From an optimization exercise on the open Yosys and OpenROAD flow, aimed at small area, a short achievable clock period and few clock cycles; shortcuts taken in it are not production practice.
RTL that was checked went through simulation tests only; none was proved equivalent to the original.
Power and IR drop assume default switching activity.

// freqcalccore_v1_0_S00_AXI
module freqcalccore_v1_0_S00_AXI #
	(
		parameter integer FHT_B = 7,
		parameter integer FHT_N = 2 ** FHT_B,
		parameter IDLE = 3'b000,
		parameter PRELOAD = 3'b001,
		parameter PREMULT_1 = 3'b010,
		parameter PREMULT_2 = 3'b011,
		parameter ACCUMULATION = 3'b100,
		parameter SQUARING = 3'b101,
		parameter CONVERSION = 3'b110,
		parameter FIND_MAX = 3'b111,
		parameter integer PDM_DIV = 2,
		parameter integer SAMPLE_DIV = 256,
		parameter integer C_S_AXI_DATA_WIDTH	= 32,
		parameter integer C_S_AXI_ADDR_WIDTH	= 4
	)
	(
		input wire pdm_data,
		output wire pdm_clk,
		output wire pdm_lrsel,
		output wire led0,
		output wire led1,
		input wire  S_AXI_ACLK,
		input wire  S_AXI_ARESETN,
		input wire [C_S_AXI_ADDR_WIDTH-1 : 0] S_AXI_AWADDR,
		input wire [2 : 0] S_AXI_AWPROT,
		input wire  S_AXI_AWVALID,
		output wire  S_AXI_AWREADY,
		input wire [C_S_AXI_DATA_WIDTH-1 : 0] S_AXI_WDATA,
		input wire [(C_S_AXI_DATA_WIDTH/8)-1 : 0] S_AXI_WSTRB,
		input wire  S_AXI_WVALID,
		output wire  S_AXI_WREADY,
		output wire [1 : 0] S_AXI_BRESP,
		output wire  S_AXI_BVALID,
		input wire  S_AXI_BREADY,
		input wire [C_S_AXI_ADDR_WIDTH-1 : 0] S_AXI_ARADDR,
		input wire [2 : 0] S_AXI_ARPROT,
		input wire  S_AXI_ARVALID,
		output wire  S_AXI_ARREADY,
		output wire [C_S_AXI_DATA_WIDTH-1 : 0] S_AXI_RDATA,
		output wire [1 : 0] S_AXI_RRESP,
		output wire  S_AXI_RVALID,
		input wire  S_AXI_RREADY
	);
clock: 12.0 ns
lec_check: 0
abc_area: 1
cap_margin: 20
core_margin: 2
core_utilization: 55
cts_buf_list: sky130_fd_sc_hd__clkbuf_8
place_density: 0.8
slew_margin: 20
standard.sh (not shown) runs the stock make flow with config.mk's settings and CLKGATE_MAP_FILE= SYNTH_SCRIPT=/design/flow/synth_recipe.tcl, a recipe that flattens the netlist after the stock synthesis.
==> flow/flow/run.sh <==
#!/bin/bash
# Own layout flow: the standard flow (standard.sh, unchanged synthesis), with repair_timing
# aiming at a tighter setup margin so that the layout's reg-to-reg and port paths come out
# shorter; clock tree synthesis with larger sink clusters and without dummy balancing loads;
# and the port buffers (every port still gets one) made of buf_2 cells.  The clock period and
# the constraints are the design's (constraint.sdc).
set -euo pipefail
MARGIN=$(cat flow/margin.txt 2>/dev/null || echo 6)
CTS="-sink_clustering_enable -repair_clock_nets -dont_use_dummy_load -sink_clustering_size 18 -sink_clustering_max_diameter 60 -buf_list sky130_fd_sc_hd__clkbuf_8"
bash standard.sh SETUP_SLACK_MARGIN=$MARGIN TNS_END_PERCENT=100 "CTS_ARGS=$CTS" "BUFFER_PORTS_ARGS=-buffer_cell sky130_fd_sc_hd__buf_2" finish > standard_make.log 2>&1
==> flow/flow/margin.txt <==
6.95
The first run passed the timing, DRC and antenna checks.
Testbench counts at the start, summed over its fixed seeds: cycles 180.
Change:
--- a/flow/config.mk
+++ b/flow/config.mk
@@ -10,5 +10,5 @@
 export CORE_MARGIN = 2
-export CORE_UTILIZATION = 55
+export CORE_UTILIZATION = 45
 export CTS_BUF_LIST = sky130_fd_sc_hd__clkbuf_8
-export PLACE_DENSITY = 0.8
+export PLACE_DENSITY = 0.7
 export SLEW_MARGIN = 20
Outcome:
- The changed run completed without violations
- global-route usage drops by 4.2 points
- power climbs by 0.61%
- die area climbs by 22%
- clock power climbs by about 2%
Change:
--- a/flow/flow/run.sh
+++ b/flow/flow/run.sh
@@ -8,3 +8,3 @@
 MARGIN=$(cat flow/margin.txt 2>/dev/null || echo 6)
-CTS="-sink_clustering_enable -repair_clock_nets -dont_use_dummy_load -sink_clustering_size 18 -sink_clustering_max_diameter 60 -buf_list sky130_fd_sc_hd__clkbuf_8"
+CTS="-sink_clustering_enable -repair_clock_nets -dont_use_dummy_load -sink_clustering_size 22 -sink_clustering_max_diameter 50 -buf_list sky130_fd_sc_hd__clkbuf_8"
 bash standard.sh SETUP_SLACK_MARGIN=$MARGIN TNS_END_PERCENT=100 "CTS_ARGS=$CTS" "BUFFER_PORTS_ARGS=-buffer_cell sky130_fd_sc_hd__buf_2" finish > standard_make.log 2>&1
--- a/flow/config.mk
+++ b/flow/config.mk
@@ -10,5 +10,5 @@
 export CORE_MARGIN = 2
-export CORE_UTILIZATION = 45
+export CORE_UTILIZATION = 50
 export CTS_BUF_LIST = sky130_fd_sc_hd__clkbuf_8
-export PLACE_DENSITY = 0.7
+export PLACE_DENSITY = 0.75
 export SLEW_MARGIN = 20
After rerunning: Clock-buffer cell count grows by 5; total power went up by 0.55%; design area shrinks by 0.85%; die area goes down by 9.9%; fmax went up by 0.43%; worst hold slack is worse by 0.063 ns; via count stays flat; sequential share of layout area increases by 0.37 points.
Change:
--- a/flow/flow/run.sh
+++ b/flow/flow/run.sh
@@ -8,3 +8,3 @@
 MARGIN=$(cat flow/margin.txt 2>/dev/null || echo 6)
-CTS="-sink_clustering_enable -repair_clock_nets -dont_use_dummy_load -sink_clustering_size 22 -sink_clustering_max_diameter 50 -buf_list sky130_fd_sc_hd__clkbuf_8"
+CTS="-sink_clustering_enable -repair_clock_nets -dont_use_dummy_load -sink_clustering_size 18 -sink_clustering_max_diameter 60 -buf_list sky130_fd_sc_hd__clkbuf_8"
 bash standard.sh SETUP_SLACK_MARGIN=$MARGIN TNS_END_PERCENT=100 "CTS_ARGS=$CTS" "BUFFER_PORTS_ARGS=-buffer_cell sky130_fd_sc_hd__buf_2" finish > standard_make.log 2>&1
--- a/flow/config.mk
+++ b/flow/config.mk
@@ -12,2 +12,3 @@
 export CTS_BUF_LIST = sky130_fd_sc_hd__clkbuf_8
+export GPL_TIMING_DRIVEN = 0
 export PLACE_DENSITY = 0.75
After rerunning: Wire length is higher by a little under a tenth. Hold slack gets better by 0.077 ns. Count of clock-buffer cells in the layout falls by 5. Cell count is higher slightly. Area after synthesis is unchanged. Combinational power went up by roughly a tenth. Setup slack is worse by 0.092 ns. First-iteration DRC count went down slightly. Register-to-register slack is about the same. Global-route usage goes up by 1.6 points.
Change:
--- a/flow/config.mk
+++ b/flow/config.mk
@@ -12,3 +12,2 @@
 export CTS_BUF_LIST = sky130_fd_sc_hd__clkbuf_8
-export GPL_TIMING_DRIVEN = 0
 export PLACE_DENSITY = 0.75
After rerunning:
- design area fell slightly
- utilization went down by 0.48 points
- area after synthesis stays the same
- non-clock buffer count came out lower by 141
- register-to-register slack barely changes
- critical path depth drops by 1
- power is about the same
- cell count came out lower slightly
Change:
--- a/flow/flow/run.sh
+++ b/flow/flow/run.sh
@@ -8,3 +8,3 @@
 MARGIN=$(cat flow/margin.txt 2>/dev/null || echo 6)
-CTS="-sink_clustering_enable -repair_clock_nets -dont_use_dummy_load -sink_clustering_size 18 -sink_clustering_max_diameter 60 -buf_list sky130_fd_sc_hd__clkbuf_8"
+CTS="-sink_clustering_enable -repair_clock_nets -dont_use_dummy_load -sink_clustering_size 10 -sink_clustering_max_diameter 45 -sink_clustering_buffer sky130_fd_sc_hd__clkbuf_4 -buf_list sky130_fd_sc_hd__clkbuf_4 sky130_fd_sc_hd__clkbuf_8"
 bash standard.sh SETUP_SLACK_MARGIN=$MARGIN TNS_END_PERCENT=100 "CTS_ARGS=$CTS" "BUFFER_PORTS_ARGS=-buffer_cell sky130_fd_sc_hd__buf_2" finish > standard_make.log 2>&1
Outcome:
- With this change the flow ended with an error in clock tree synthesis (STA-0564)
- synthesized area stays the same
- synthesized cell count is unchanged

== rev 12 ==
Another version of the RTL of freqcalccore_v1_0_S00_AXI (not shown whole).
For scale: about 5,500 cells after synthesis, ~1,300 flip-flops, about 60,000 um2 of cells after synthesis.
export LEC_CHECK = 0
export CAP_MARGIN = 20
export CORE_MARGIN = 2
export CORE_UTILIZATION = 50
export CTS_BUF_LIST = sky130_fd_sc_hd__clkbuf_8
export PLACE_DENSITY = 0.75
export SLEW_MARGIN = 20
create_clock -name core_clock -period 12.0 [get_ports {S_AXI_ACLK}]
==> flow/flow/run.sh <==
#!/bin/bash
# Own layout flow: the standard flow (standard.sh, unchanged synthesis), with repair_timing
# aiming at a tighter setup margin so that the layout's reg-to-reg and port paths come out
# shorter.  The clock period and the constraints are the design's (constraint.sdc).
set -euo pipefail
MARGIN=$(cat flow/margin.txt 2>/dev/null || echo 6)
bash standard.sh SETUP_SLACK_MARGIN=$MARGIN TNS_END_PERCENT=100 finish > standard_make.log 2>&1
==> flow/flow/margin.txt <==
6.8
Rev 12 reached the end of the flow, and the finished layout is clean on the timing, DRC and antenna checks.
Edits applied to the flow inputs when going from rev 12 to rev 13:
Settings: putting ABC_AREA at 1 where nothing was set.
--- outcome ---
As far as total of hold buffers inserted after clock tree synthesis goes, rev 13 and rev 12 are indistinguishable; the numbers are identical. Global-route usage essentially unchanged between rev 13 and rev 12. Fmax (rev 13 over rev 12): increase, about 1.4%. Comparing rev 13 and rev 12, the lower post-synthesis instance area was measured on rev 13. Compared rev 13 against rev 12; starting utilization of the core area within noise. In rev 13, the die area came out 1.5% below the value in rev 12. For rev 13, the highest metal layer with signal wires was met4, unlike rev 12, where it was met5. Per the comparison of rev 13 with rev 12, final cell count without fillers climbed 792, post-detailed-route wirelength per cell saw a decrease, number of non-clock inverters in the layout grew by about 100%. Relative to rev 12, signed area change from the synthesized netlist to the final layout increased by 0.61 points in rev 13.
Function was not checked in any run of this note: the RTL went through the layout flow alone.

freqcalccore_v1_0_S00_AXI, a different RTL version from the one above (not shown whole).
For scale: about 5400 cells after synthesis, ~1300 flip-flops, ~100 I/O pins, roughly 60000 um2 of cells after synthesis.
==> flow/config.mk <==
export PLATFORM = sky130hd
export DESIGN_NAME = freqcalccore_v1_0_S00_AXI
export DESIGN_NICKNAME = freqcalccore_v1_0_S00_AXI
export VERILOG_FILES = /design/flow/design.v
export SDC_FILE = /design/flow/constraint.sdc
export NUM_CORES = 8
export LEC_CHECK = 0
export CAP_MARGIN = 20
export CORE_MARGIN = 2
export CORE_UTILIZATION = 60
export CTS_BUF_LIST = sky130_fd_sc_hd__clkbuf_8
export PLACE_DENSITY = 0.82
export SLEW_MARGIN = 20
==> flow/constraint.sdc <==
create_clock -name core_clock -period 12.0 [get_ports {S_AXI_ACLK}]
set_input_delay 2.4000 -clock core_clock [delete_from_list [all_inputs] [get_ports {S_AXI_ACLK}]]
set_output_delay 2.4000 -clock core_clock [all_outputs]
set_load 0.01 [all_outputs]
Scripts as last shown in full above: flow/flow/run.sh, flow/flow/margin.txt
The starting point went through all stages and came out clean.
Testbench counts at the start, summed over its fixed seeds: cycles 180.
Edit:
- CORE_UTILIZATION: 60 -> 40
- PLACE_DENSITY: 0.82 -> 0.6
Global-route usage falls by 8.9 points; cell count rises by about 9%; final area rises by 1.4%; count of clock-buffer cells in the layout falls by 3.
Edit:
==> flow/flow/run.sh (replaced) <==
#!/bin/bash
# Own layout flow: the standard flow (standard.sh, unchanged synthesis), with repair_timing
# aiming at a tighter setup margin so that the layout's reg-to-reg and port paths come out
# shorter, and clock tree synthesis without dummy balancing loads.  The clock period and the
# constraints are the design's (constraint.sdc).
set -euo pipefail
MARGIN=$(cat flow/margin.txt 2>/dev/null || echo 6)
CTS="-sink_clustering_enable -repair_clock_nets -dont_use_dummy_load -sink_clustering_size 18 -sink_clustering_max_diameter 60 -buf_list sky130_fd_sc_hd__clkbuf_8"
bash standard.sh SETUP_SLACK_MARGIN=$MARGIN TNS_END_PERCENT=100 "CTS_ARGS=$CTS" finish > standard_make.log 2>&1
- ABC_AREA: unset -> 1
- CORE_UTILIZATION: 40 -> 50
- PLACE_DENSITY: 0.6 -> 0.75
What happened: The new run completed without violations. Non-clock buffer count decreases by 30. Via count went up by 4.2%. Setup slack loses 0.047 ns.

-- re-timing with driven ports --
How much do the figures lean on ideal ports? The routed layouts below were timed once more, with nothing changed but the port constraints.
Step 1 (the two cells are an assumption about what drives the block):
set clk [get_ports {S_AXI_ACLK}]
set_driving_cell -lib_cell sky130_fd_sc_hd__clkbuf_16 $clk
set_driving_cell -lib_cell sky130_fd_sc_hd__buf_2 [delete_from_list [all_inputs] $clk]
Step 2 moves the port delays by t, midway between the first and last clock arrival at a register: inputs arrive t later, outputs are due t later. That takes back most of the time a late clock gives input paths.
Slacks: no drivers / after step 1 / after step 2; pairs: no drivers / after step 1.
run	shift t [ns]	setup WS [ns]	cell pins on the clock port's net
the first run of note 1	0.832	6.956 / 6.919 / 6.919	1
the second run of note 1	0.863	6.960 / 6.934 / 6.934	1
the third run of note 1	0.863	6.982 / 6.948 / 6.948	1
the fourth run of note 1	0.807	6.889 / 6.838 / 6.838	1
the fifth run of note 1	0.885	6.981 / 6.948 / 6.948	1
rev 12	0.972	6.416 / 6.416 / 6.416	1
rev 13	0.963	6.493 / 6.493 / 6.493	1
the first run of note 3	0.931	6.870 / 6.840 / 6.840	1
the second run of note 3	0.991	6.867 / 6.842 / 6.842	1
the third run of note 3	0.867	6.820 / 6.795 / 6.795	1
After both steps setup and hold are still met in every run listed. For the fourth run of note 1, which loses most, drivers alone change the setup slack by -0.051 ns; drivers and shift together by -0.051 ns.
